From an optimization exercise on the open Yosys and OpenROAD flow, aimed at small area; shortcuts taken in it are not production practice.
The RTL was checked by simulation tests, not by an equivalence proof against the original design.

### design/flow/design.v
`timescale 1ns / 1ps
module ascii2hex(
    input [7:0] ascii_input,
    output [3:0] hex_output,
	 output error
    );
	wire [3:0] hex_data;
	assign hex_data = ((ascii_input >= "0") & (ascii_input <= "9"))? ascii_input - "0" :
								( 
									(ascii_input >= "A" & ascii_input <= "F") ? ascii_input - "A" + 8'hA :
									( 
										(ascii_input >= "a" & ascii_input <= "f") ? ascii_input - "a" + 8'hA : 4'h0
									)
								);
	assign hex_output = hex_data;
	assign error = (ascii_input < "0") | ((ascii_input > "9") & (ascii_input < "A")) | 
						((ascii_input > "F") & (ascii_input < "a")) | (ascii_input > "f");
endmodule
`timescale 1ns / 1ps
module hex2ascii(
    input [3:0] hex_input,
    output [7:0] ascii_output
    );
	assign ascii_output = ((hex_input < 4'hA) ? "0" : "A"-8'h0A) +{4'h0, hex_input};
endmodule
module async_receiver(clk, rst, RxD, RxD_data_ready, RxD_data);
input clk, rst, RxD;
output reg RxD_data_ready;   
output reg [7:0] RxD_data;
reg [11:0] acc;
reg Baud8Tick;
always @(posedge clk)
    if (rst) {Baud8Tick, acc} <= 13'd0;
    else {Baud8Tick, acc} <= {1'b0, acc} + 13'd151;
reg [1:0] RxD_sync_inv;
always @(posedge clk) if(rst) RxD_sync_inv <= 0; else if(Baud8Tick) RxD_sync_inv <= {RxD_sync_inv[0], ~RxD};
reg [1:0] RxD_cnt_inv;
reg RxD_bit_inv;
always @(posedge clk)
if(rst)
begin
	RxD_cnt_inv <= 0;
	RxD_bit_inv <= 0;
end
else if(Baud8Tick)
begin
	if( RxD_sync_inv[1] && RxD_cnt_inv!=2'b11) RxD_cnt_inv <= RxD_cnt_inv + 2'h1;
	else
	if(~RxD_sync_inv[1] && RxD_cnt_inv!=2'b00) RxD_cnt_inv <= RxD_cnt_inv - 2'h1;
	if(RxD_cnt_inv==2'b00) RxD_bit_inv <= 1'b0;
	else
	if(RxD_cnt_inv==2'b11) RxD_bit_inv <= 1'b1;
end
reg [3:0] state;
reg [3:0] bit_spacing;
wire next_bit = (bit_spacing==4'd10);
always @(posedge clk)
if(rst || state==0)
	bit_spacing <= 4'b0000;
else
if(Baud8Tick)
	bit_spacing <= {bit_spacing[2:0] + 4'b0001} | {bit_spacing[3], 3'b000};
always @(posedge clk)
if(rst)
	state <= 4'b0000;
else if(Baud8Tick)
case(state)
	4'b0000: if(RxD_bit_inv) state <= 4'b1000;   
	4'b1000: if(next_bit) state <= 4'b1001;   
	4'b1001: if(next_bit) state <= 4'b1010;   
	4'b1010: if(next_bit) state <= 4'b1011;   
	4'b1011: if(next_bit) state <= 4'b1100;   
	4'b1100: if(next_bit) state <= 4'b1101;   
	4'b1101: if(next_bit) state <= 4'b1110;   
	4'b1110: if(next_bit) state <= 4'b1111;   
	4'b1111: if(next_bit) state <= 4'b0001;   
	4'b0001: if(next_bit) state <= 4'b0000;   
	default: state <= 4'b0000;
endcase
always @(posedge clk)
if(rst) RxD_data <= 8'h00; else
if(Baud8Tick && next_bit && state[3]) RxD_data <= {~RxD_bit_inv, RxD_data[7:1]};
always @(posedge clk)
if(rst)
	RxD_data_ready <= 1'b0;
else
	RxD_data_ready <= (Baud8Tick && next_bit && state==4'b0001 && ~RxD_bit_inv);   
endmodule
module async_transmitter(clk, rst, TxD_start, TxD_data, TxD, TxD_busy);
input clk, rst, TxD_start;
input [7:0] TxD_data;
output TxD, TxD_busy;
reg [14:0] acc;
reg BaudTick;
wire TxD_busy;
always @(posedge clk)
    if (rst) {BaudTick, acc} <= 16'd0;
    else if (TxD_busy) {BaudTick, acc} <= {1'b0, acc} + 16'd151;
reg [3:0] state;
wire TxD_ready = (state==0);
assign TxD_busy = ~TxD_ready;
reg [7:0] TxD_dataReg;
always @(posedge clk) if(rst) TxD_dataReg <= 8'h00; else if(TxD_ready & TxD_start) TxD_dataReg <= TxD_data;
always @(posedge clk)
if(rst) state <= 4'b0000; else
case(state)
	4'b0000: if(TxD_start) state <= 4'b0001;
	4'b0001: if(BaudTick) state <= 4'b0100;
	4'b0100: if(BaudTick) state <= 4'b1000;   
	4'b1000: if(BaudTick) state <= 4'b1001;   
	4'b1001: if(BaudTick) state <= 4'b1010;   
	4'b1010: if(BaudTick) state <= 4'b1011;   
	4'b1011: if(BaudTick) state <= 4'b1100;   
	4'b1100: if(BaudTick) state <= 4'b1101;   
	4'b1101: if(BaudTick) state <= 4'b1110;   
	4'b1110: if(BaudTick) state <= 4'b1111;   
	4'b1111: if(BaudTick) state <= 4'b0010;   
	4'b0010: if(BaudTick) state <= 4'b0011;   
	4'b0011: if(BaudTick) state <= 4'b0000;   
	default: if(BaudTick) state <= 4'b0000;
endcase
wire muxbit = TxD_dataReg[state[2:0]];
reg TxD;
always @(posedge clk) if(rst) TxD <= 1'b0; else TxD <= (state<4) | (state[3] & muxbit);
endmodule
`timescale 1ns / 1ps
module tx_fifo #(
    parameter DEPTH_LOG2 = 6
) (
    input  wire       clk,
    input  wire       rst,
    input  wire [7:0] din,
    input  wire       wr_en,
    input  wire       rd_en,
    output wire [7:0] dout,
    output wire       empty
);
reg [7:0] mem [0:(1<<DEPTH_LOG2)-1];
reg [DEPTH_LOG2:0] wr_ptr;
reg [DEPTH_LOG2:0] rd_ptr;
wire full = (wr_ptr[DEPTH_LOG2-1:0] == rd_ptr[DEPTH_LOG2-1:0]) && (wr_ptr[DEPTH_LOG2] != rd_ptr[DEPTH_LOG2]);
assign empty = (wr_ptr == rd_ptr);
assign dout  = mem[rd_ptr[DEPTH_LOG2-1:0]];
always @(posedge clk) begin
    if (wr_en && !full && !rst)
        mem[wr_ptr[DEPTH_LOG2-1:0]] <= din;
end
always @(posedge clk) begin
    if (rst) begin
        wr_ptr <= 'd0;
        rd_ptr <= 'd0;
    end
    else begin
        if (wr_en && !full)
            wr_ptr <= wr_ptr + 'd1;
        if (rd_en && !empty)
            rd_ptr <= rd_ptr + 'd1;
    end
end
endmodule
`timescale 1ns / 1ps
module data_receiver
    #(
      parameter BTF_RX_BUFFER_COUNT_WIDTH = 6,
      parameter BTF_RX_BUFFER_BYTES = 32,
      parameter BTF_RX_BUFFER_WIDTH = 8 * BTF_RX_BUFFER_BYTES
      )
    (
    input RxD,
    input clk,
    input rst,
    output reg [BTF_RX_BUFFER_WIDTH-1:0] BTF_Buffer,
    output reg [BTF_RX_BUFFER_COUNT_WIDTH-1:0] BTF_Length,
    output [13:0] CMD_Hit,           
    output CMD_Ready,
    output esc_char_detected,
    output reg [1:0] esc_char,       
    output reg wrong_format
    );
	wire [7:0] usbdata ;
	wire usbready ;
	async_receiver RXUSB(.clk(clk), .rst(rst), .RxD(RxD), .RxD_data_ready(usbready), .RxD_data(usbdata));
	wire [3:0] hexadecimal_value;
	wire non_hexadecimal;
	ascii2hex ascii2hex_moudule(.ascii_input(usbdata), .hex_output(hexadecimal_value), .error(non_hexadecimal));
    wire is_dle = (usbdata == 8'h10);
    wire is_C = (usbdata == "C");
    wire is_R = (usbdata == "R");
    wire is_T = (usbdata == "T");
    wire is_A = (usbdata == "A");
    wire is_W = (usbdata == "W");
    reg esc_detect;    
    reg esc_found;     
    assign esc_char_detected = esc_found;
    always @ (posedge clk)
        if (rst) begin
            esc_detect <= 1'b0;
            esc_found <= 1'b0;
        end
        else begin
            esc_found <= 1'b0;
            if (esc_found) begin
                esc_detect <= 1'b0;
            end
            else if (usbready) begin
                if (!esc_detect) begin
                    esc_detect <= is_dle;
                end
                else begin
                    esc_detect <= 1'b0;
                    esc_found <= is_C | is_R | is_A | is_W;
                end
            end
        end
    always @ (posedge clk)
        if (usbready & esc_detect & ~esc_found)
            esc_char <= {is_A | is_W, is_R | is_W};
	reg [3:0] main_state;
	localparam MAIN_IDLE = 4'h0;
	localparam MAIN_BTF_READ_NUM_DIGITS = 4'h1;
	localparam MAIN_BTF_READ_BYTE_COUNT = 4'h2;
	localparam MAIN_BTF_READ_RAW_DATA = 4'h3;
    localparam MAIN_BTF_READ_RAW_DATA_ESC_DETECTED = 4'h4;
	localparam MAIN_BTF_CHECK_TERMINATOR = 4'h5;
	localparam MAIN_BTF_EXECUTION = 4'h6;
    localparam MAIN_CMD_READ_BYTE_COUNT = 4'h7;
    localparam MAIN_CMD_READ_ASCII_STRING = 4'h8;
    localparam MAIN_CMD_READ_ASCII_STRING_ESC_DETECTED = 4'h9;
	localparam MAIN_CMD_CHECK_TERMINATOR = 4'ha;
	localparam MAIN_CMD_EXECUTION = 4'hb;
    localparam MAIN_ESC_CHAR_DETECTED = 4'hc;
    localparam MAIN_WRONG_FORMAT = 4'hd;
    localparam MAIN_IDLE_FIRST_ESC_DETECTED = 4'he;
	reg [3:0] btf_num_digits;
	reg [BTF_RX_BUFFER_COUNT_WIDTH-1:0] btf_byte_count;
	reg [BTF_RX_BUFFER_COUNT_WIDTH-1:0] btf_actual_byte_count;
    reg [BTF_RX_BUFFER_WIDTH-1:0] BTF_RXBuffer;
    reg [3:0] cmd_byte_count;
    reg [3:0] cmd_actual_byte_count;
    reg term_ptr;    
    assign CMD_Ready = (main_state == MAIN_CMD_EXECUTION);
    wire term_ok = (usbdata == (term_ptr ? 8'd10 : 8'd13));
    localparam NCMD = 14;
    localparam [8*14-1:0] S1  = "*IDN?";
    localparam [8*14-1:0] S2  = {8'h10, "TEST", 8'h10};
    localparam [8*14-1:0] S3  = "WRITE REG";
    localparam [8*14-1:0] S4  = "SET CONFIG";
    localparam [8*14-1:0] S5  = "RESET";
    localparam [8*14-1:0] S6  = "LDAC";
    localparam [8*14-1:0] S7  = "LDAC LENGTH";
    localparam [8*14-1:0] S8  = "ADJ INTENSITY";
    localparam [8*14-1:0] S9  = "READ INTENSITY";
    localparam [8*14-1:0] S10 = "CAPTURE BTF";
    localparam [8*14-1:0] S11 = "BTF READ COUNT";
    localparam [8*14-1:0] S12 = "READ BTF";
    localparam [8*14-1:0] S13 = "UPDATE BITS";
    localparam [8*14-1:0] S14 = "READ BITS";
    localparam [8*14*NCMD-1:0] SALL = {S14, S13, S12, S11, S10, S9, S8, S7, S6, S5, S4, S3, S2, S1};
    localparam [4*NCMD-1:0] LALL = {4'd9, 4'd11, 4'd8, 4'd14, 4'd11, 4'd14, 4'd13, 4'd11, 4'd4, 4'd5, 4'd10, 4'd9, 4'd6, 4'd5};
    reg [NCMD-1:0] cmd_match;
    wire [NCMD-1:0] cmd_match_next;
    wire [NCMD-1:0] cmd_hit;
    genvar gk, gp;
    generate
        for (gk = 0; gk < NCMD; gk = gk + 1) begin : match_gen
            localparam [3:0] LEN = LALL[4*gk +: 4];
            wire [LEN-1:0] pos_ok;
            for (gp = 0; gp < LEN; gp = gp + 1) begin : pos_gen
                assign pos_ok[gp] = (cmd_actual_byte_count == gp) &&
                                    (usbdata == SALL[8*14*gk + 8*(LEN-1-gp) +: 8]);
            end
            assign cmd_match_next[gk] = cmd_match[gk] & (|pos_ok);
            assign cmd_hit[gk] = cmd_match[gk] & (cmd_actual_byte_count == LEN);
        end
    endgenerate
    assign CMD_Hit = cmd_hit;
    always @ (posedge clk)
        if (rst) begin
            main_state <= MAIN_IDLE;
            wrong_format <= 1'b0;
            BTF_RXBuffer <= 0;
            BTF_Buffer <= 0;
            BTF_Length <= 0;
            btf_num_digits <= 0;
            btf_byte_count <= 0;
            btf_actual_byte_count <= 0;
            cmd_byte_count <= 0;
            cmd_actual_byte_count <= 0;
            term_ptr <= 1'b0;
        end
        else if (esc_char_detected == 1'b1) begin
            main_state <= MAIN_ESC_CHAR_DETECTED;
            wrong_format <= 1'b0;
        end
        else begin
            case (main_state)
                MAIN_IDLE: begin
                        wrong_format <= 1'b0;
                        if (usbready == 1) begin
                            if (usbdata[7:0] == "#")
                                main_state <= MAIN_BTF_READ_NUM_DIGITS;
                            else if (usbdata[7:0] == "!")
                                main_state <=  MAIN_CMD_READ_BYTE_COUNT;
                            else if (is_dle)
                                main_state <=  MAIN_IDLE_FIRST_ESC_DETECTED;
                            else
                                main_state <= MAIN_WRONG_FORMAT;
                        end
                    end
                MAIN_IDLE_FIRST_ESC_DETECTED:
                    if (usbready == 1) begin
                        if (!(is_C | is_R | is_T | is_A | is_W))
                            main_state <= MAIN_WRONG_FORMAT;
                        else
                            main_state <= MAIN_IDLE;
                    end
                MAIN_BTF_READ_NUM_DIGITS:
                    if (usbready == 1) begin
                        if (non_hexadecimal == 0) begin
                            btf_num_digits[3:0] <= hexadecimal_value[3:0];
                            main_state <= MAIN_BTF_READ_BYTE_COUNT;
                            btf_byte_count <= 0;
                        end
                        else
                            main_state <= MAIN_WRONG_FORMAT;
                    end
                MAIN_BTF_READ_BYTE_COUNT:
                    if  (usbready == 1) begin
                        if (non_hexadecimal == 0) begin
                            btf_byte_count <= {btf_byte_count[BTF_RX_BUFFER_COUNT_WIDTH-1-4:0], hexadecimal_value[3:0]};
                            btf_num_digits[3:0] <= btf_num_digits[3:0] - 'h1;
                            if (btf_num_digits[3:0] == 'h1) begin
                                main_state <= MAIN_BTF_READ_RAW_DATA;
                                btf_actual_byte_count <= 'h0;
                            end
                        end
                        else
                            main_state <= MAIN_WRONG_FORMAT;
                    end
                MAIN_BTF_READ_RAW_DATA:
                    if  (usbready == 1) begin
                        BTF_RXBuffer <= {BTF_RXBuffer[BTF_RX_BUFFER_WIDTH-1-8:0], usbdata[7:0]};
                        btf_byte_count <= btf_byte_count - 'h1;
                        btf_actual_byte_count <= btf_actual_byte_count + 'h1;
                        if (is_dle)
                            main_state <= MAIN_BTF_READ_RAW_DATA_ESC_DETECTED;
                        else if (btf_byte_count == 'h1) begin
                            main_state <= MAIN_BTF_CHECK_TERMINATOR;
                            term_ptr <= 1'b0;
                        end
                    end
                MAIN_BTF_READ_RAW_DATA_ESC_DETECTED:
                    if  (usbready == 1) begin
                        if (is_dle) begin
                            if (btf_byte_count == 'h0) begin
                                main_state <= MAIN_BTF_CHECK_TERMINATOR;
                                term_ptr <= 1'b0;
                            end
                            else
                                main_state <= MAIN_BTF_READ_RAW_DATA;
                        end
                        else
                            main_state <= MAIN_WRONG_FORMAT;
                    end
                MAIN_BTF_CHECK_TERMINATOR:
                    if  (usbready == 1) begin
                        if (term_ok) begin
                            if (term_ptr) begin
                                main_state <= MAIN_BTF_EXECUTION;
                                term_ptr <= 1'b0;
                                BTF_Buffer <= BTF_RXBuffer;
                                BTF_Length <= btf_actual_byte_count;
                            end
                            else
                                term_ptr <= 1'b1;
                        end
                        else
                            main_state <= MAIN_WRONG_FORMAT;
                    end
                MAIN_BTF_EXECUTION:
                    main_state <= MAIN_IDLE;
                MAIN_CMD_READ_BYTE_COUNT:
                    if  (usbready == 1'b1) begin
                        if (non_hexadecimal == 1'b0) begin
                            cmd_byte_count[3:0] <= hexadecimal_value[3:0];
                            main_state <= MAIN_CMD_READ_ASCII_STRING;
                            cmd_actual_byte_count[3:0] <= 'd0;
                        end
                        else
                            main_state <= MAIN_WRONG_FORMAT;
                    end
                MAIN_CMD_READ_ASCII_STRING:
                    if  (usbready == 1) begin
                        cmd_byte_count[3:0] <= cmd_byte_count[3:0] - 'd1;
                        cmd_actual_byte_count[3:0] <= cmd_actual_byte_count[3:0] + 'd1;
                        if (is_dle)
                            main_state <= MAIN_CMD_READ_ASCII_STRING_ESC_DETECTED;
                        else if (cmd_byte_count[3:0] == 'd1) begin
                            main_state <= MAIN_CMD_CHECK_TERMINATOR;
                            term_ptr <= 1'b0;
                        end
                    end
                MAIN_CMD_READ_ASCII_STRING_ESC_DETECTED:
                    if  (usbready == 1) begin
                        if (is_dle) begin
                            if (cmd_byte_count[3:0] == 'd0) begin
                                main_state <= MAIN_CMD_CHECK_TERMINATOR;
                                term_ptr <= 1'b0;
                            end
                            else
                                main_state <= MAIN_CMD_READ_ASCII_STRING;
                        end
                        else
                            main_state <= MAIN_WRONG_FORMAT;
                    end
                MAIN_CMD_CHECK_TERMINATOR:
                    if  (usbready == 1) begin
                        if (term_ok) begin
                            if (term_ptr) begin
                                main_state <= MAIN_CMD_EXECUTION;
                                term_ptr <= 1'b0;
                            end
                            else
                                term_ptr <= 1'b1;
                        end
                        else
                            main_state <= MAIN_WRONG_FORMAT;
                    end
                MAIN_CMD_EXECUTION:
                    main_state <= MAIN_IDLE;
                MAIN_ESC_CHAR_DETECTED:
                    main_state <= MAIN_IDLE;
                MAIN_WRONG_FORMAT: begin
                        wrong_format <= 1'b1;
                        main_state <= MAIN_IDLE;
                    end
                default:
                    main_state <= MAIN_IDLE;
            endcase
        end
    always @ (posedge clk)
        if (!rst && !esc_char_detected && usbready) begin
            if (main_state == MAIN_CMD_READ_BYTE_COUNT)
                cmd_match <= {NCMD{1'b1}};
            else if (main_state == MAIN_CMD_READ_ASCII_STRING)
                cmd_match <= cmd_match_next;
        end
endmodule
`timescale 1ns / 1ps
module data_sender
(
    input clk,
    input rst,
    output TxD,
    input esc_char_detected,
    input [1:0] esc_char,             
    input wrong_format,
    input [2:0] tx1_kind,
    input TX_buffer1_ready,
    input TX_buffer2_ready,
    input [255:0] BTF_capture,
    input [5:0] BTF_read_count,
    input [5:0] BTF_Length,
    input [7:0] LED_intensity,
    input [31:0] patterns
);
    localparam [2:0] K_WF = 3'd0, K_RSTAT = 3'd1, K_IDN = 3'd2, K_TEST = 3'd3,
                     K_WLEN = 3'd4, K_LED = 3'd5, K_UNK = 3'd6, K_PAT = 3'd7;
	reg TX_buffer1_ready_delay;
	reg TX_buffer2_ready_delay;
	wire TX_buffer1_PosEdge = TX_buffer1_ready & ~TX_buffer1_ready_delay;
	wire TX_buffer2_PosEdge = TX_buffer2_ready & ~TX_buffer2_ready_delay;
    always @ (posedge clk)
        if (rst) begin
            TX_buffer1_ready_delay <= 1'b0;
            TX_buffer2_ready_delay <= 1'b0;
        end
        else begin
            TX_buffer1_ready_delay <= TX_buffer1_ready;
            TX_buffer2_ready_delay <= TX_buffer2_ready;
        end
    reg reset_FIFO;
    reg [7:0] FIFO_din;
    reg FIFO_wr_en;
    reg FIFO_rd_en;
    wire [7:0] FIFO_dout;
    wire FIFO_empty;
    tx_fifo transmitter_FIFO(
    .clk(clk),
    .rst(reset_FIFO | rst),
    .din(FIFO_din),
    .wr_en(FIFO_wr_en),
    .rd_en(FIFO_rd_en),
    .dout(FIFO_dout),
    .empty(FIFO_empty)
  );
    reg [2:0] kind;
    reg [6:0] idx;       
    reg [1:0] TERMINATOR_CURRENT_CHAR_POINTER;
    wire [7:0] TERMINATOR_CURRENT_CHAR = (TERMINATOR_CURRENT_CHAR_POINTER == 2'd0) ? 8'h0d :
                                         (TERMINATOR_CURRENT_CHAR_POINTER == 2'd1) ? 8'h0a : 8'h00;
    function [7:0] hexc(input [3:0] v);
        hexc = ((v < 4'hA) ? "0" : "A"-8'h0A) + {4'h0, v};
    endfunction
    function [7:0] str_byte(input [8*14-1:0] s, input [3:0] n, input [3:0] i);
        str_byte = s[8*(n-1-i) +: 8];
    endfunction
    reg [7:0] b1_byte;
    reg [4:0] b1_len;
    always @(*) begin
        b1_byte = 8'h00;
        b1_len = 5'd0;
        case (kind)
            K_WF: begin
                b1_len = 5'd14;
                b1_byte = str_byte("!CWrong format", 4'd14, idx[3:0]);
            end
            K_RSTAT: begin
                b1_len = 5'd5;
                case (idx[2:0])
                    3'd0: b1_byte = patterns[31:24];
                    3'd1: b1_byte = patterns[23:16];
                    3'd2: b1_byte = patterns[15:8];
                    3'd3: b1_byte = patterns[7:0];
                    default: b1_byte = 8'h00;
                endcase
            end
            K_IDN: begin
                b1_len = 5'd11;
                b1_byte = str_byte("!9DAC v1_10", 4'd11, idx[3:0]);
            end
            K_TEST: begin
                b1_len = 5'd12;
                b1_byte = str_byte("!ATest rec'd", 4'd12, idx[3:0]);
            end
            K_WLEN: begin
                b1_len = 5'd15;
                b1_byte = (idx[3:0] == 4'd14) ? {2'b00, BTF_Length} : str_byte("!DWrong length", 4'd14, idx[3:0]);
            end
            K_LED: begin
                b1_len = 5'd3;
                b1_byte = (idx[1:0] == 2'd0) ? "!" : (idx[1:0] == 2'd1) ? "1" : LED_intensity;
            end
            K_UNK: begin
                b1_len = 5'd13;
                b1_byte = str_byte("!BUnknown CMD", 4'd13, idx[3:0]);
            end
            K_PAT: begin
                b1_len = 5'd6;
                case (idx[2:0])
                    3'd0: b1_byte = "!";
                    3'd1: b1_byte = "4";
                    3'd2: b1_byte = patterns[31:24];
                    3'd3: b1_byte = patterns[23:16];
                    3'd4: b1_byte = patterns[15:8];
                    default: b1_byte = patterns[7:0];
                endcase
            end
        endcase
    end
    wire b1_more = (idx[4:0] != b1_len);
    reg [7:0] b2_byte;
    always @(*) begin
        if (idx[6]) begin
            case (idx[2:0])
                3'd3: b2_byte = "#";
                3'd4: b2_byte = "3";
                3'd5: b2_byte = "0";
                3'd6: b2_byte = hexc({2'b00, BTF_read_count[5:4]});
                default: b2_byte = hexc(BTF_read_count[3:0]);
            endcase
        end
        else if (idx[5])
            b2_byte = 8'h00;
        else
            b2_byte = BTF_capture[8*(31-idx[4:0]) +: 8];
    end
    wire b2_more = (idx != {1'b0, BTF_read_count});
	localparam [3:0] MAIN_FIFO_INITIALIZE = 4'd0;
	localparam [3:0] MAIN_FIFO_INITIALIZE_WAIT = 4'd1;
	localparam [3:0] MAIN_IDLE = 4'd2;
    localparam [3:0] MAIN_ESC_CHAR_SEND = 4'd3;
    localparam [3:0] MAIN_SEND_FINISH = 4'd4;
	localparam [3:0] MAIN_BUFFER1_SEND = 4'd5;
	localparam [3:0] MAIN_BUFFER2_SEND = 4'd6;
	localparam [3:0] MAIN_SEND_TERMINATOR = 4'd7;
    localparam [3:0] MAIN_ESC_DETECTED = 4'd8;
	reg [3:0] main_state;
    reg [1:0] esc_char_latch;
    reg esc_already_encountered;
    reg [3:0] FIFO_reset_wait_counter;
    wire [7:0] head = (main_state == MAIN_BUFFER2_SEND) ? b2_byte : b1_byte;
    wire more = (main_state == MAIN_BUFFER2_SEND) ? b2_more : b1_more;
    always @ (posedge clk)
        if (rst) begin
            main_state <= MAIN_FIFO_INITIALIZE;
            esc_char_latch <= 2'd0;
            FIFO_reset_wait_counter <= 4'd15;
            esc_already_encountered <= 1'b0;
            reset_FIFO <= 1'b0;
            FIFO_din <= 8'h00;
            FIFO_wr_en <= 1'b0;
            TERMINATOR_CURRENT_CHAR_POINTER <= 'd0;
        end
        else if (esc_char_detected == 1'b1) begin
            if (esc_char != 2'd2) begin    
                reset_FIFO <= 1'b1;
                FIFO_wr_en <= 1'b0;
                esc_char_latch <= esc_char;
                main_state <= MAIN_ESC_DETECTED;
                FIFO_reset_wait_counter <= 4'd15;
            end
        end
        else begin
            case (main_state)
                MAIN_FIFO_INITIALIZE: begin
                        main_state <= MAIN_FIFO_INITIALIZE_WAIT;
                        reset_FIFO <= 1'b1;
                        FIFO_wr_en <= 1'b0;
                        FIFO_reset_wait_counter <= 4'd15;
                    end
                MAIN_FIFO_INITIALIZE_WAIT: begin
                        reset_FIFO <= 1'b0;
                        if (FIFO_reset_wait_counter == 'd0)
                            main_state <= MAIN_IDLE;
                        else
                            FIFO_reset_wait_counter <= FIFO_reset_wait_counter - 'd1;
                    end
                MAIN_IDLE:
                    if (wrong_format == 1'b1) begin
                        main_state <= MAIN_BUFFER1_SEND;
                        kind <= K_WF;
                        idx <= 7'd0;
                    end
                    else if (TX_buffer1_PosEdge == 1'b1) begin
                        main_state <= MAIN_BUFFER1_SEND;
                        kind <= tx1_kind;
                        idx <= 7'd0;
                    end
                    else if (TX_buffer2_PosEdge == 1'b1) begin
                        main_state <= MAIN_BUFFER2_SEND;
                        idx <= 7'd123;
                        esc_already_encountered <= 1'b0;
                    end
                MAIN_ESC_DETECTED: begin
                        reset_FIFO <= 1'b0;
                        if (FIFO_reset_wait_counter == 'd0) begin
                            main_state <= MAIN_ESC_CHAR_SEND;
                            FIFO_din <= 8'h10;
                            FIFO_wr_en <= 1'b1;
                        end
                        else
                            FIFO_reset_wait_counter <= FIFO_reset_wait_counter - 'd1;
                    end
                MAIN_ESC_CHAR_SEND: begin
                        FIFO_din <= (esc_char_latch == 2'd0) ? "C" : (esc_char_latch == 2'd1) ? "R" : "W";
                        FIFO_wr_en <= 1'b1;
                        if (esc_char_latch == 2'd1) begin
                            main_state <= MAIN_BUFFER1_SEND;
                            kind <= K_RSTAT;
                            idx <= 7'd0;
                            TERMINATOR_CURRENT_CHAR_POINTER <= 'd0;
                        end
                        else
                            main_state <= MAIN_SEND_FINISH;
                    end
                MAIN_SEND_FINISH: begin
                        main_state <= MAIN_IDLE;
                        FIFO_wr_en <= 1'b0;
                    end
                MAIN_BUFFER1_SEND, MAIN_BUFFER2_SEND:
                    if (more) begin
                        FIFO_din <= head;
                        FIFO_wr_en <= 1'b1;
                        TERMINATOR_CURRENT_CHAR_POINTER <= 'd0;
                        if ((head == 8'h10) && (esc_already_encountered == 1'b0))
                            esc_already_encountered <= 1'b1;
                        else begin
                            esc_already_encountered <= 1'b0;
                            idx <= idx + 7'd1;
                        end
                    end
                    else begin
                        main_state <= MAIN_SEND_TERMINATOR;
                        FIFO_din <= TERMINATOR_CURRENT_CHAR;
                        FIFO_wr_en <= 1'b1;
                        TERMINATOR_CURRENT_CHAR_POINTER <= TERMINATOR_CURRENT_CHAR_POINTER + 'd1;
                    end
                MAIN_SEND_TERMINATOR:
                    if (TERMINATOR_CURRENT_CHAR_POINTER == 2'd2) begin
                        main_state <= MAIN_IDLE;
                        FIFO_din <= TERMINATOR_CURRENT_CHAR;
                        FIFO_wr_en <= 1'b0;
                        TERMINATOR_CURRENT_CHAR_POINTER <= 'd0;
                    end
                    else begin
                        FIFO_din <= TERMINATOR_CURRENT_CHAR;
                        FIFO_wr_en <= 1'b1;
                        TERMINATOR_CURRENT_CHAR_POINTER <= TERMINATOR_CURRENT_CHAR_POINTER + 'd1;
                    end
                default:
                    main_state <= MAIN_IDLE;
		endcase
	end
	wire TxD_busy;
	reg TxD_start;
	async_transmitter TXUSB(.clk(clk), .rst(rst), .TxD(TxD), .TxD_busy(TxD_busy), .TxD_start(TxD_start),
									.TxD_data(FIFO_dout));
	reg [1:0] transmitter_state;
	localparam [1:0] TX_IDLE = 2'd0;
	localparam [1:0] TX_WAIT1 = 2'd1;
	localparam [1:0] TX_WAIT2 = 2'd2;
    always @ (posedge clk)
        if (rst) begin
            transmitter_state <= TX_IDLE;
            TxD_start <= 1'b0;
            FIFO_rd_en <= 1'b0;
        end
        else
        case (transmitter_state)
            TX_IDLE:
                if (FIFO_empty != 1'b1) begin
                    TxD_start <= 1'b1;
                    transmitter_state <= TX_WAIT1;
                end
                else
                    TxD_start <= 1'b0;
            TX_WAIT1:
                begin
                    TxD_start <= 1'b0;
                    FIFO_rd_en <= 1'b1;
                    transmitter_state <= TX_WAIT2;
                end
            TX_WAIT2:
                begin
                    FIFO_rd_en <= 1'b0;
                    if (TxD_busy == 1'b0)
                        transmitter_state <= TX_IDLE;
                end
            default:
                transmitter_state <= TX_IDLE;
		endcase
endmodule
`timescale 1ns / 1ps
module clock_divider(
    input wire CLK100MHZ,
    input wire reset,
    input wire [7:0] divide,
    input wire count_enable,
    output wire count_end
    );
reg[7:0] count;
assign count_end = (count == 8'h0);
always @(posedge CLK100MHZ) begin
    if(reset) begin
        count[7:0] <= 8'h0;
    end
    else begin
        if(count_enable == 1'b1) begin
            count[7:0] <= count[7:0] - 8'h1;
            if( count[7:0] == 8'h0 ) begin
                count[7:0] <= {1'b0,divide[7:1]} - 8'h1;
            end
        end
        else begin
            count[7:0] <= {1'b0,divide[7:1]} - 8'h1;
        end
    end
end
endmodule
`timescale 1ns / 1ps
module shift_register_out(
    input wire CLK100MHZ,
    input wire reset,
    input wire lsb_first,
    input wire data_load,
    input wire [31:0] data_in,
    input wire write,
    output wire sdo
    );
reg [33:0] data;
assign sdo = (lsb_first)? data[0]:data[33];
always @(posedge CLK100MHZ) begin
    if(reset) begin
        data[33:0] <= 34'h0;
    end
    else begin
        if(write == 1'b1) begin
            data[33:0] <= {1'b0,data_in[31:0],1'b0};
        end
        else if(data_load == 1'b1) begin
            if( lsb_first == 1'b1 ) begin
                data[33:0] <= {1'b0, data[33:1]};
            end
            else begin
                data[33:0] <= {data[32:0], 1'b0};
            end
        end
    end
end
endmodule
`timescale 1ns / 1ps
module shift_register_in(
    input wire CLK100MHZ,
    input wire reset,
    input wire lsb_first,
    input wire data_load,
    input wire sdi,
    input wire clear_register,
    output wire [31:0] data_out
    );
reg[31:0] data;
assign data_out[31:0] = data[31:0];
always@(posedge CLK100MHZ) begin
    if(reset) begin
        data[31:0] <= 32'h0;
    end
    else begin
        if( clear_register == 1'b1) begin
            data[31:0] <= 32'b0;
        end
        else if(data_load == 1'b1) begin
            if(lsb_first == 1'b1) begin
                data[31:0] <= {data[30:0], sdi};
            end
            else begin
                data[31:0] <= {sdi,data[31:1]};
            end
        end
    end
end
endmodule
`timescale 1ns / 1ps
module spi_fsm_module
#(
    parameter NUM_CS = 1
)
(
    input  wire CLK100MHZ,
    input  wire reset,
    input  wire [31:0] spi_word,
    input  wire spi_config_selected,
    input  wire spi_data_selected,
    output wire busy,
    output wire sdo,
    output wire cpol,
    output wire cspol,
    output wire slave_en,
    output wire cs_next,
    output wire sck_next,
    output wire[NUM_CS-1:0] cs_val
);
reg config_lsb_first;
reg config_slave_en;
reg config_end_spi;
reg[7:0] config_cs;
reg[4:0] config_length;
reg config_cspol;
reg config_cpol;
reg config_cpha;
reg[7:0] clk_div;
reg busy_state;
reg spi_start;
reg [4:0] data_remain;
reg data_load;
reg sck_next_state;
reg cs_next_state;
reg spi_counter_state;
reg initialize_reg;
wire spi_counter_end;
wire reduced_config_cpha = config_cpha ^ config_slave_en;
localparam [2:0] IDLE = 3'd0, LOW = 3'd1, HIGH = 3'd2, WAIT_LOW = 3'd3,
                 LAST_HIGH = 3'd4, LAST_LOW = 3'd5, EXTEND_LOW = 3'd6;
reg [2:0] spi_fsm_state;
assign busy = busy_state;
assign cpol = config_cpol;
assign cspol = config_cspol;
assign slave_en = config_slave_en;
assign cs_next = cs_next_state;
assign sck_next = sck_next_state;
assign cs_val[NUM_CS-1:0] = config_cs[NUM_CS-1:0];
clock_divider clock_divider_0 (
    .CLK100MHZ(CLK100MHZ),
    .reset(reset),
    .divide(clk_div),
    .count_enable(spi_counter_state),
    .count_end(spi_counter_end)
);
shift_register_out shift_register_out_0(
    .CLK100MHZ(CLK100MHZ),
    .reset(reset),
    .lsb_first(config_lsb_first),
    .data_load(data_load),
    .data_in(spi_word),
    .write(initialize_reg),
    .sdo(sdo)
);
always @(posedge CLK100MHZ) begin
    if(reset) begin
        spi_start <= 1'b0;
        {config_lsb_first, config_slave_en, config_end_spi, config_cs, config_length, config_cspol, config_cpol, config_cpha, clk_div} <= 27'h0;
    end
    else begin
        if( spi_config_selected & ~busy_state) begin
            {config_lsb_first, config_slave_en, config_end_spi} <= spi_word[31:29];
            {config_cs, config_length, config_cspol, config_cpol, config_cpha, clk_div} <= spi_word[23:0];
        end
        spi_start <= spi_data_selected & ~busy_state;
    end
end
always @(posedge CLK100MHZ) begin
    if(reset) begin
        busy_state <= 1'b0;
        spi_fsm_state <= IDLE;
        data_remain[4:0] <= 5'h0;
        data_load <= 1'b0;
        sck_next_state <= 1'b0;
        cs_next_state <= 1'b0;
        spi_counter_state <= 1'b0;
        initialize_reg <= 1'b0;
    end
    else begin
        case(spi_fsm_state)
            IDLE:
            begin
                data_remain[4:0] <= config_length[4:0];
                if(spi_start == 1'b1) begin
                    busy_state <= 1'b1;
                    cs_next_state <= 1'b1;
                    if(reduced_config_cpha == 1'b0) begin
                        data_load <= 1'b1;
                        spi_fsm_state <= LOW;
                    end
                    else begin
                        data_load <= 1'b0;
                        spi_fsm_state <= EXTEND_LOW;
                    end
                    spi_counter_state <= 1'b1;
                    sck_next_state <= 1'b0;
                    initialize_reg <= 1'b0;
                end
                else begin
                    cs_next_state <= 1'b0;
                    sck_next_state <= 1'b0;
                    busy_state <= spi_data_selected;
                    data_load <= 1'b0;
                    spi_counter_state <= 1'b0;
                    initialize_reg <= 1'b1;
                end
            end
            LOW:
            begin
                initialize_reg <= 1'b0;
                if(spi_counter_end == 1'b1) begin
                    spi_fsm_state <= (data_remain[4:0] == 5'h0) ? LAST_HIGH : HIGH;
                    sck_next_state <= 1'b1;
                    data_load <= reduced_config_cpha;
                end
                else begin
                    sck_next_state <= 1'b0;
                    data_load <= 1'b0;
                end
            end
            HIGH:
            begin
                if( spi_counter_end == 1'b1 ) begin
                    data_remain[4:0] <= data_remain[4:0] - 5'h1;
                    spi_fsm_state <= LOW;
                    data_load <= ~reduced_config_cpha;
                    sck_next_state <= 1'b0;
                end
                else begin
                    sck_next_state <= 1'b1;
                    data_load <= 1'b0;
                end
            end
            WAIT_LOW:
            begin
                data_remain[4:0] <= config_length[4:0];
                if(spi_start == 1'b1) begin
                    busy_state <= 1'b1;
                    if(reduced_config_cpha == 1'b0) begin
                        spi_fsm_state <= LOW;
                        data_load <= 1'b1;
                    end
                    else begin
                        spi_fsm_state <= EXTEND_LOW;
                        data_load <= 1'b0;
                    end
                    spi_counter_state <= 1'b1;
                    initialize_reg <= 1'b0;
                    sck_next_state <= 1'b0;
                end
                else begin
                    initialize_reg <= 1'b1;
                    spi_counter_state <= 1'b0;
                    busy_state <= 1'b0;
                    data_load <= 1'b0;
                    sck_next_state <= 1'b0;
                end
            end
            LAST_HIGH:
            begin
                if(spi_counter_end == 1'b1) begin
                    spi_fsm_state <= LAST_LOW;
                    if( reduced_config_cpha == 1'b1 )
                        data_load <= 1'b0;
                    else if( config_slave_en == 1'b0)
                        data_load <= 1'b1;
                    sck_next_state <= 1'b0;
                end
                else begin
                    sck_next_state <= 1'b1;
                    data_load <= 1'b0;
                end
            end
            LAST_LOW:
            begin
                sck_next_state <= 1'b0;
                data_load <= 1'b0;
                if(spi_counter_end == 1'b1) begin
                    busy_state <= 1'b1;
                    if(config_end_spi == 1'b1) begin
                        spi_fsm_state <= IDLE;
                        cs_next_state <= 1'b0;
                    end
                    else
                        spi_fsm_state <= WAIT_LOW;
                end
            end
            EXTEND_LOW:
            begin
                initialize_reg <= 1'b0;
                sck_next_state <= 1'b0;
                data_load <= 1'b0;
                if(spi_counter_end == 1'b1)
                    spi_fsm_state <= LOW;
            end
            default: ;
        endcase
    end
end
endmodule
`timescale 1ns / 1ps
module spi_multiple_single_output
#(
    parameter NUM_CS = 1
)
(
    input wire CLK100MHZ,
    input wire cpol,
    input wire cspol,
    input wire slave_en,
    input wire cs_next,
    input wire sdo,
    input wire sck_next,
    input wire [NUM_CS - 1:0]cs_val,
    output wire io_out,
    output wire io_oe,
    output wire sck,
    output wire [NUM_CS - 1:0] cs
);
genvar i;
reg sck_buffer;
reg[NUM_CS -1 :0] cs_buffer;
generate
    for (i = 0; i < NUM_CS; i = i + 1) begin : io_buf_gen
        always @(posedge CLK100MHZ) begin
            cs_buffer[i] <= ~ ( cspol ^( cs_next && cs_val[i] ));
        end
    end
endgenerate
assign io_out = sdo;
assign io_oe = ~slave_en;
assign sck = sck_buffer;
assign cs[NUM_CS-1:0] = cs_buffer[NUM_CS-1:0];
always @(posedge CLK100MHZ) begin
    sck_buffer <= sck_next ^ cpol;
end
endmodule
`timescale 1ns / 1ps
module dac8734_ctrl(
    input  wire       clk,
    input  wire       reset,
    input  wire       uart_rxd,
    output wire       uart_txd,
    output wire       sck,
    output wire [7:0] cs,
    output wire       io_out,
    output wire       io_oe,
    output wire       ldac_n
);
localparam NUM_CS = 8;
localparam C_IDN = 0, C_TEST = 1, C_WRITE_REG = 2, C_SET_CONFIG = 3, C_RESET = 4,
           C_LDAC = 5, C_LDAC_LENGTH = 6, C_ADJ_INTENSITY = 7, C_READ_INTENSITY = 8,
           C_CAPTURE_BTF = 9, C_BTF_READ_COUNT = 10, C_READ_BTF = 11,
           C_UPDATE_BITS = 12, C_READ_BITS = 13;
localparam [2:0] K_IDN = 3'd2, K_TEST = 3'd3, K_WLEN = 3'd4, K_LED = 3'd5,
                 K_UNK = 3'd6, K_PAT = 3'd7;
wire [255:0] BTF_Buffer;
wire [5:0] BTF_Length;
wire [13:0] CMD_Hit;
wire CMD_Ready;
wire esc_char_detected;
wire [1:0] esc_char;
wire wrong_format;
data_receiver receiver(
    .RxD                                (uart_rxd),
    .clk                                (clk),
    .rst                                (reset),
    .BTF_Buffer                         (BTF_Buffer),
    .BTF_Length                         (BTF_Length),
    .CMD_Hit                            (CMD_Hit),
    .CMD_Ready                          (CMD_Ready),
    .esc_char_detected                  (esc_char_detected),
    .esc_char                           (esc_char),
    .wrong_format                       (wrong_format)
);
reg [2:0] tx1_kind;
reg TX_buffer1_ready;
reg TX_buffer2_ready;
reg [255:0] BTF_capture;
reg [5:0] BTF_read_count;
reg [7:0] LED_intensity;
reg [31:0] patterns;
data_sender sender(
    .clk                                    (clk),
    .rst                                    (reset),
    .TxD                                    (uart_txd),
    .esc_char_detected                      (esc_char_detected),
    .esc_char                               (esc_char),
    .wrong_format                           (wrong_format),
    .tx1_kind                               (tx1_kind),
    .TX_buffer1_ready                       (TX_buffer1_ready),
    .TX_buffer2_ready                       (TX_buffer2_ready),
    .BTF_capture                            (BTF_capture),
    .BTF_read_count                         (BTF_read_count),
    .BTF_Length                             (BTF_Length),
    .LED_intensity                          (LED_intensity),
    .patterns                               (patterns)
);
reg spi_reset;
reg spi_config_selected;
reg spi_data_selected;
wire busy;
wire sdo;
wire cpol;
wire cspol;
wire slave_en;
wire cs_next;
wire sck_next;
wire [NUM_CS-1:0] cs_val;
spi_fsm_module #(
    .NUM_CS                              (NUM_CS)
) spi_fsm_inst (
    .CLK100MHZ                           (clk),
    .reset                               (spi_reset | reset),
    .spi_word                            (BTF_Buffer[31:0]),
    .spi_config_selected                 (spi_config_selected),
    .spi_data_selected                   (spi_data_selected),
    .busy                                (busy),
    .sdo                                 (sdo),
    .cpol                                (cpol),
    .cspol                               (cspol),
    .slave_en                            (slave_en),
    .cs_next                             (cs_next),
    .sck_next                            (sck_next),
    .cs_val                              (cs_val)
);
spi_multiple_single_output #(
    .NUM_CS                              (NUM_CS)
) spi_mso_inst (
    .CLK100MHZ                           (clk),
    .cpol                                (cpol),
    .cspol                               (cspol),
    .slave_en                            (slave_en),
    .cs_next                             (cs_next),
    .sdo                                 (sdo),
    .sck_next                            (sck_next),
    .cs_val                              (cs_val),
    .io_out                              (io_out),
    .io_oe                               (io_oe),
    .sck                                 (sck),
    .cs                                  (cs)
);
reg ldac_bar;
assign ldac_n = ldac_bar;
reg [7:0] ldac_length;
reg [7:0] ldac_pause_count;
wire [31:0] pattern_masks = BTF_Buffer[63:32];
wire [31:0] pattern_data = BTF_Buffer[31:0];
localparam [2:0] MAIN_IDLE = 3'd0,
                 MAIN_SPI_CONFIG = 3'd1,
                 MAIN_RESET = 3'd2,
                 MAIN_DAC_WAIT_FOR_BUSY_ON = 3'd3,
                 MAIN_DAC_WAIT_FOR_BUSY_OFF = 3'd4,
                 MAIN_DAC_LDAC_PAUSE = 3'd5,
                 MAIN_DAC_LDAC_OFF = 3'd6,
                 MAIN_UNKNOWN_CMD = 3'd7;
reg [2:0] main_state;
always @ (posedge clk) begin
    if (reset) begin
        main_state <= MAIN_IDLE;
        patterns <= 'd0;
        TX_buffer1_ready <= 1'b0;
        TX_buffer2_ready <= 1'b0;
        LED_intensity <= 8'd0;
        spi_reset <= 1'b0;
        spi_config_selected <= 1'b0;
        spi_data_selected <= 1'b0;
        ldac_bar <= 1'b1;
        ldac_length <= 8'd40;
        ldac_pause_count <= 8'd0;
        BTF_capture <= 'd0;
        BTF_read_count <= 'd0;
    end
    else if (esc_char_detected == 1'b1) begin
        if (esc_char == 2'd0) begin    
            TX_buffer1_ready <= 1'b0;
            TX_buffer2_ready <= 1'b0;
            main_state <= MAIN_IDLE;
            spi_reset <= 1'b0;
            spi_config_selected <= 1'b0;
            spi_data_selected <= 1'b0;
        end
    end
    else begin
        case (main_state)
            MAIN_IDLE: begin
                spi_config_selected <= 1'b0;
                spi_data_selected <= 1'b0;
                if (CMD_Ready == 1'b1) begin
                    if (CMD_Hit[C_IDN]) begin
                        tx1_kind <= K_IDN;
                        TX_buffer1_ready <= 1'b1;
                    end
                    else if (CMD_Hit[C_TEST]) begin
                        tx1_kind <= K_TEST;
                        TX_buffer1_ready <= 1'b1;
                    end
                    else if (CMD_Hit[C_WRITE_REG]) begin
                        if (BTF_Length != 6'd4) begin
                            tx1_kind <= K_WLEN;
                            TX_buffer1_ready <= 1'b1;
                        end
                        else if (busy != 1'b1) begin
                            main_state <= MAIN_DAC_WAIT_FOR_BUSY_ON;
                            spi_data_selected <= 1'b1;
                        end
                    end
                    else if (CMD_Hit[C_SET_CONFIG]) begin
                        if (BTF_Length != 6'd8) begin
                            tx1_kind <= K_WLEN;
                            TX_buffer1_ready <= 1'b1;
                        end
                        else if (busy != 1'b1) begin
                            main_state <= MAIN_SPI_CONFIG;
                            spi_config_selected <= 1'b1;
                        end
                    end
                    else if (CMD_Hit[C_RESET]) begin
                        spi_reset <= 1'b1;
                        main_state <= MAIN_RESET;
                    end
                    else if (CMD_Hit[C_LDAC]) begin
                        ldac_bar <= 1'b0;
                        ldac_pause_count <= ldac_length;
                        main_state <= MAIN_DAC_LDAC_PAUSE;
                    end
                    else if (CMD_Hit[C_LDAC_LENGTH]) begin
                        ldac_length <= BTF_Buffer[7:0];
                    end
                    else if (CMD_Hit[C_ADJ_INTENSITY]) begin
                        LED_intensity <= BTF_Buffer[7:0];
                    end
                    else if (CMD_Hit[C_READ_INTENSITY]) begin
                        tx1_kind <= K_LED;
                        TX_buffer1_ready <= 1'b1;
                    end
                    else if (CMD_Hit[C_CAPTURE_BTF]) begin
                        BTF_capture <= BTF_Buffer;
                    end
                    else if (CMD_Hit[C_BTF_READ_COUNT]) begin
                        BTF_read_count <= BTF_Buffer[5:0];
                    end
                    else if (CMD_Hit[C_READ_BTF]) begin
                        TX_buffer2_ready <= 1'b1;
                    end
                    else if (CMD_Hit[C_UPDATE_BITS]) begin
                        patterns <= (patterns & ~pattern_masks) | (pattern_masks & pattern_data);
                    end
                    else if (CMD_Hit[C_READ_BITS]) begin
                        tx1_kind <= K_PAT;
                        TX_buffer1_ready <= 1'b1;
                    end
                    else begin
                        main_state <= MAIN_UNKNOWN_CMD;
                    end
                end
                else begin
                    TX_buffer1_ready <= 1'b0;
                    TX_buffer2_ready <= 1'b0;
                end
            end
            MAIN_DAC_WAIT_FOR_BUSY_ON: begin
                spi_data_selected <= 1'b0;
                if (busy != 1'b1)
                    main_state <= MAIN_DAC_WAIT_FOR_BUSY_OFF;
            end
            MAIN_DAC_WAIT_FOR_BUSY_OFF: begin
                if (busy != 1'b1)
                    main_state <= MAIN_IDLE;
            end
            MAIN_SPI_CONFIG : begin
                if (busy != 1'b1)
                    main_state <= MAIN_IDLE;
            end
            MAIN_DAC_LDAC_PAUSE: begin
                if (ldac_pause_count == 0)
                    main_state <= MAIN_DAC_LDAC_OFF;
                ldac_pause_count <= ldac_pause_count - 'd1;
            end
            MAIN_DAC_LDAC_OFF: begin
                ldac_bar <= 1'b1;
                main_state <= MAIN_IDLE;
            end
            MAIN_RESET: begin
                spi_reset <= 1'b0;
                main_state <= MAIN_IDLE;
            end
            MAIN_UNKNOWN_CMD: begin
                tx1_kind <= K_UNK;
                TX_buffer1_ready <= 1'b1;
                main_state <= MAIN_IDLE;
            end
        endcase
    end
end
endmodule
### design/flow/run.sh
#!/bin/bash
# synth_recipe.tcl (not shown) runs the flow's synth.tcl, then flattens the netlist and writes it again
# the make line also repeats each setting of config.mk as NAME=value (left out here)
make -C /OpenROAD-flow-scripts/flow DESIGN_CONFIG=/design/flow/config.mk WORK_HOME=/design/flow/orfs CLKGATE_MAP_FILE= SYNTH_SCRIPT=/design/flow/synth_recipe.tcl finish
### design/flow/config.mk
export PLATFORM = sky130hd
export DESIGN_NAME = dac8734_ctrl
export DESIGN_NICKNAME = dac8734_ctrl
export VERILOG_FILES = /design/flow/design.v
export SDC_FILE = /design/flow/constraint.sdc
export NUM_CORES = 4
export LEC_CHECK = 0
export CAP_MARGIN = 20
export CORE_MARGIN = 2
export CORE_UTILIZATION = 40
export SLEW_MARGIN = 20
### design/flow/constraint.sdc
create_clock -name core_clock -period 10.0 [get_ports {clk}]
set_input_delay 2.0000 -clock core_clock [delete_from_list [all_inputs] [get_ports {clk}]]
set_output_delay 2.0000 -clock core_clock [all_outputs]
set_load 0.01 [all_outputs]
==> impl_metrics.tcl <==
set metrics [dict create \
    status "finished clean" \
    dp.cells 8792 \
    finalHoldViolCount 0 \
    first_pass_iters 7 \
    required_ps 10490 \
    grt_max_degree 251 \
    ys_types 100 \
    drive_above_1_share 0.0900 \
    ys_warn_count 10 \
    avgSynthCellArea_um2 9.72 \
    cap_violations 0 \
    hold_path_class "reg -> reg" \
    wl_met1_um 81900 \
    ff2ff_setup_slack_ps 4700 \
    numCtsBuffers 170 \
    hpwlAfterDp_um 109000 \
    post-cts-setup-buffer-count 0 \
    cp.arrival_ps 5790 \
    post-route-period-util 0.530 \
    p_total_mw 14.5 \
    numPortBuffers 15 \
    routed_wirelength_um 179000 \
    h-tree-depth 4 \
    yosysMostFrequentCell "nand2_1" \
    clkLatencyLatePin_ps 830 \
    synth_seq_cells 1617 \
    p_per_area_nw_per_um2 191 \
    synth_nets 7080 \
    clock_sinks 1617 \
    largest_reg_flops 512 \
    min_period_ps 5300 \
    instances_no_fill 9109 \
    cts_buffer_depth 3 \
    peakVddDrop_mv 0.130 \
    slowest_delay_ps 720 \
    worstHoldEndpoint "BTF_capture[184]" \
    r2r-end "sender.idx[2]" \
    drv_slew 0 \
    setup_tns_ps 0 \
    worstSetupPathType "reg -> reg" \
    setup_viol 0 \
    syn-cell-area_um2 68200 \
    route.met3.wl_um 9300 \
    ys_top_cells_by_count "1919 x nand2_1, 1076 x dfxtp_1, 1034 x a21oi_1" \
    ys_seq_area_frac 0.554 \
    worstRegToRegCells 12 \
    cpMaxStageDelayCell "buf_4" \
    ctsResizeCount 0 \
    synthDominantCellAreaShare 0.316 \
    hold_buffers 0 \
    cpLargestDelayFamily "compound AO/OA/AOI/OAI gates" \
    finClkSkew_ps 28.4 \
    cp-end-kind "flip-flop" \
    rsz0062_at_grt "no" \
    worstMarginPinSlew_ps 1240 \
    antenna_found_initial 1 \
    area_growth_syn_to_layout_pct 11.0 \
    fillers 16000 \
    grt_util_all_layers 0.201 \
    rows 151 \
    overflow 0 \
    drt_iter0_drc 4880 \
    path_clk_slew_ps 60 \
    ys_async_sr_fraction 0 \
    slew_headroom 0.170 \
    cts_root_buf "clkbuf_16" \
    min_path_cells 2 \
    wl_per_cell_um 19.6 \
    gp_congestion 0.914 \
    core-area_um2 169000 \
    wl_met2_um 83200 \
    drc 0 \
    cp-start-kind "flip-flop" \
    cpMostUsedCell "nor2_1" \
    synth_area_leaders "dfxtp_1 32%, edfxtp_1 24%, nand2_1 11%" \
    grt_pass1_vias 47000 \
    grt_pass1_wl_um 278000 \
    die_w_um 417 \
    critPathBufInv 2 \
    syn_inst 7017 \
    worstHoldStart "receiver.BTF_Buffer[184]" \
    die_h_um 417 \
    post-synth-top-area-cell "dfxtp_1" \
    tritoncts "built" \
    synth_ff_type "dfxtp_1" \
    highest_layer "met4" \
    path_cells "buf_4 > buf_4 > ha_1 > ha_1 > nor2_1 > and3b_1 > a221oi_1 > nor2_1 > a2111oi_0 > a31oi_1 > nor2_1 > a31oi_1" \
    fmax_ghz 0.189 \
    cp_max_fo 43 \
    num_vias 50300 \
    dieArea_um2 174000 \
    p_leak_nw 23.8 \
    synth_edf_count 541 \
    initial_core_util 0.403 \
    via_per_inst 5.52 \
    ios 16 \
    ant_nets 0 \
    final_nets 6809 \
    r2r-start "sender.idx[1]" \
]
==> worst register-to-register path, stage by stage (launching register included) <==
cell	delay [ps]
edfxtp_1	320
buf_4	450
buf_4	750
ha_1	400
ha_1	650
nor2_1	210
and3b_1	330
a221oi_1	380
nor2_1	90
a2111oi_0	700
a31oi_1	220
nor2_1	190
a31oi_1	280
==> logic make-up after synthesis <==
kind of cell / after synthesis / share of synthesized area
xor+xnor: 97 / 0.0125
mux: 319 / 0.0874
buf+inv: 591 / 0.0342
fa+ha+maj: 62 / 0.0114
flops: 1617 / 0.554
compound gates: 1549 / 0.131
simple gates: 2782 / 0.170
==> report_power, final <==
group          total, mW  internal (mW)  switching (mW)
sequential          6.93           6.85          0.0743
clock               6.62           3.91            2.71
combinational      0.927          0.280           0.647
total               14.5           11.0            3.43
==> how the worst max path moves through the flow <==
stage,startpoint,end,slack (ps),cells after the start
3_3_place_gp,sender.idx[1],sender.idx[3],4810,12
4_1_cts,sender.idx[1],sender.idx[2],4710,12
3_5_place_dp,sender.idx[1],sender.idx[3],4770,12
5_1_grt,sender.idx[1],sender.idx[2],4360,12
2_1_floorplan,sender.idx[1],sender.idx[0],5850,14
6_report,sender.idx[1],sender.idx[2],4700,12
==> through the flow <==
step / cell area (µm²) / hold WS (ps) / setup slack [ps] / utilization
2_1_floorplan: 68200 / 426 / 5850 / -
3_3_place_gp: 69700 / 435 / 4810 / 0.412
3_5_place_dp: 69700 / 441 / 4770 / 0.412
4_1_cts: 75700 / 438 / 4710 / 0.447
5_1_grt: 75700 / 456 / 4360 / 0.447
6_report: 75700 / 439 / 4700 / 0.447
==> per-layer routing <==
metal	vias to the layer above	track usage
li1	24100	-
met1	24600	0.283
met5	-	0
met3	291	0.0305
met2	1326	0.320
met4	0	0.0599
==> final cells by class <==
cell class / count / area (µm²) / area share
clock inverter: 80 / 1140 / 0.0151
tap: 2218 / 2780 / 0.0367
multi-input combinational: 4809 / 28100 / 0.372
antenna: 1 / 2.50 / 0.0000331
inverter: 70 / 265 / 0.00351
sequential: 1617 / 37800 / 0.500
timing repair buffer: 78 / 716 / 0.00946
clock buffer: 236 / 4810 / 0.0636
==> layout by cell type (no fill, tap or decap), drive strengths merged, types with 20 or more instances in the layout <==
master / netlist / final
ha: 59 / 59
edfxtp: 541 / 541
or3: 21 / 21
o22ai: 30 / 30
a211oi: 71 / 71
mux2i: 89 / 89
o211ai: 27 / 27
nand2b: 35 / 35
nand3: 118 / 118
o21ai: 127 / 127
clkbuf: 435 / 236
clkinv: 3 / 49
mux4: 220 / 220
nand4: 32 / 32
nor2: 394 / 394
inv: 67 / 74
nand2: 1919 / 1919
nor3: 73 / 73
a21oi: 1035 / 1035
a22oi: 33 / 33
bufinv: 0 / 20
and3: 20 / 20
nor4: 20 / 20
xor2: 66 / 66
nor2b: 42 / 42
buf: 85 / 64
a31oi: 28 / 28
dfxtp: 1076 / 1076
xnor2: 31 / 31

[static timing again, ports no longer ideal]
How much do the figures lean on ideal ports? The routed layout below was timed once more, with nothing changed but the port constraints. Step 1, drivers: a clkbuf_16 drives clk and a buf_2 each remaining input, both assumed. Step 2, shift: input delay + t, output delay - t, t = (earliest + latest rising clock arrival at the registers) / 2. This alone moves slack from input paths to output paths. a / b / c = ideal ports / drivers / drivers and shift; a / b = the first two.
shift t [ns]: 0.899
setup slack, ns: 4.703 / 4.703 / 4.703
worst hold slack (ns): 0.439 / 0.439 / 0.439
clock arrival spread, ns: 0.037 / 0.037
slew at the worst register clock pin (ns): 0.06 / 0.06
After both steps this run still meets setup and hold. The setup slack of this run moves by 0.000 ns with the drivers and by 0.000 ns with both steps.
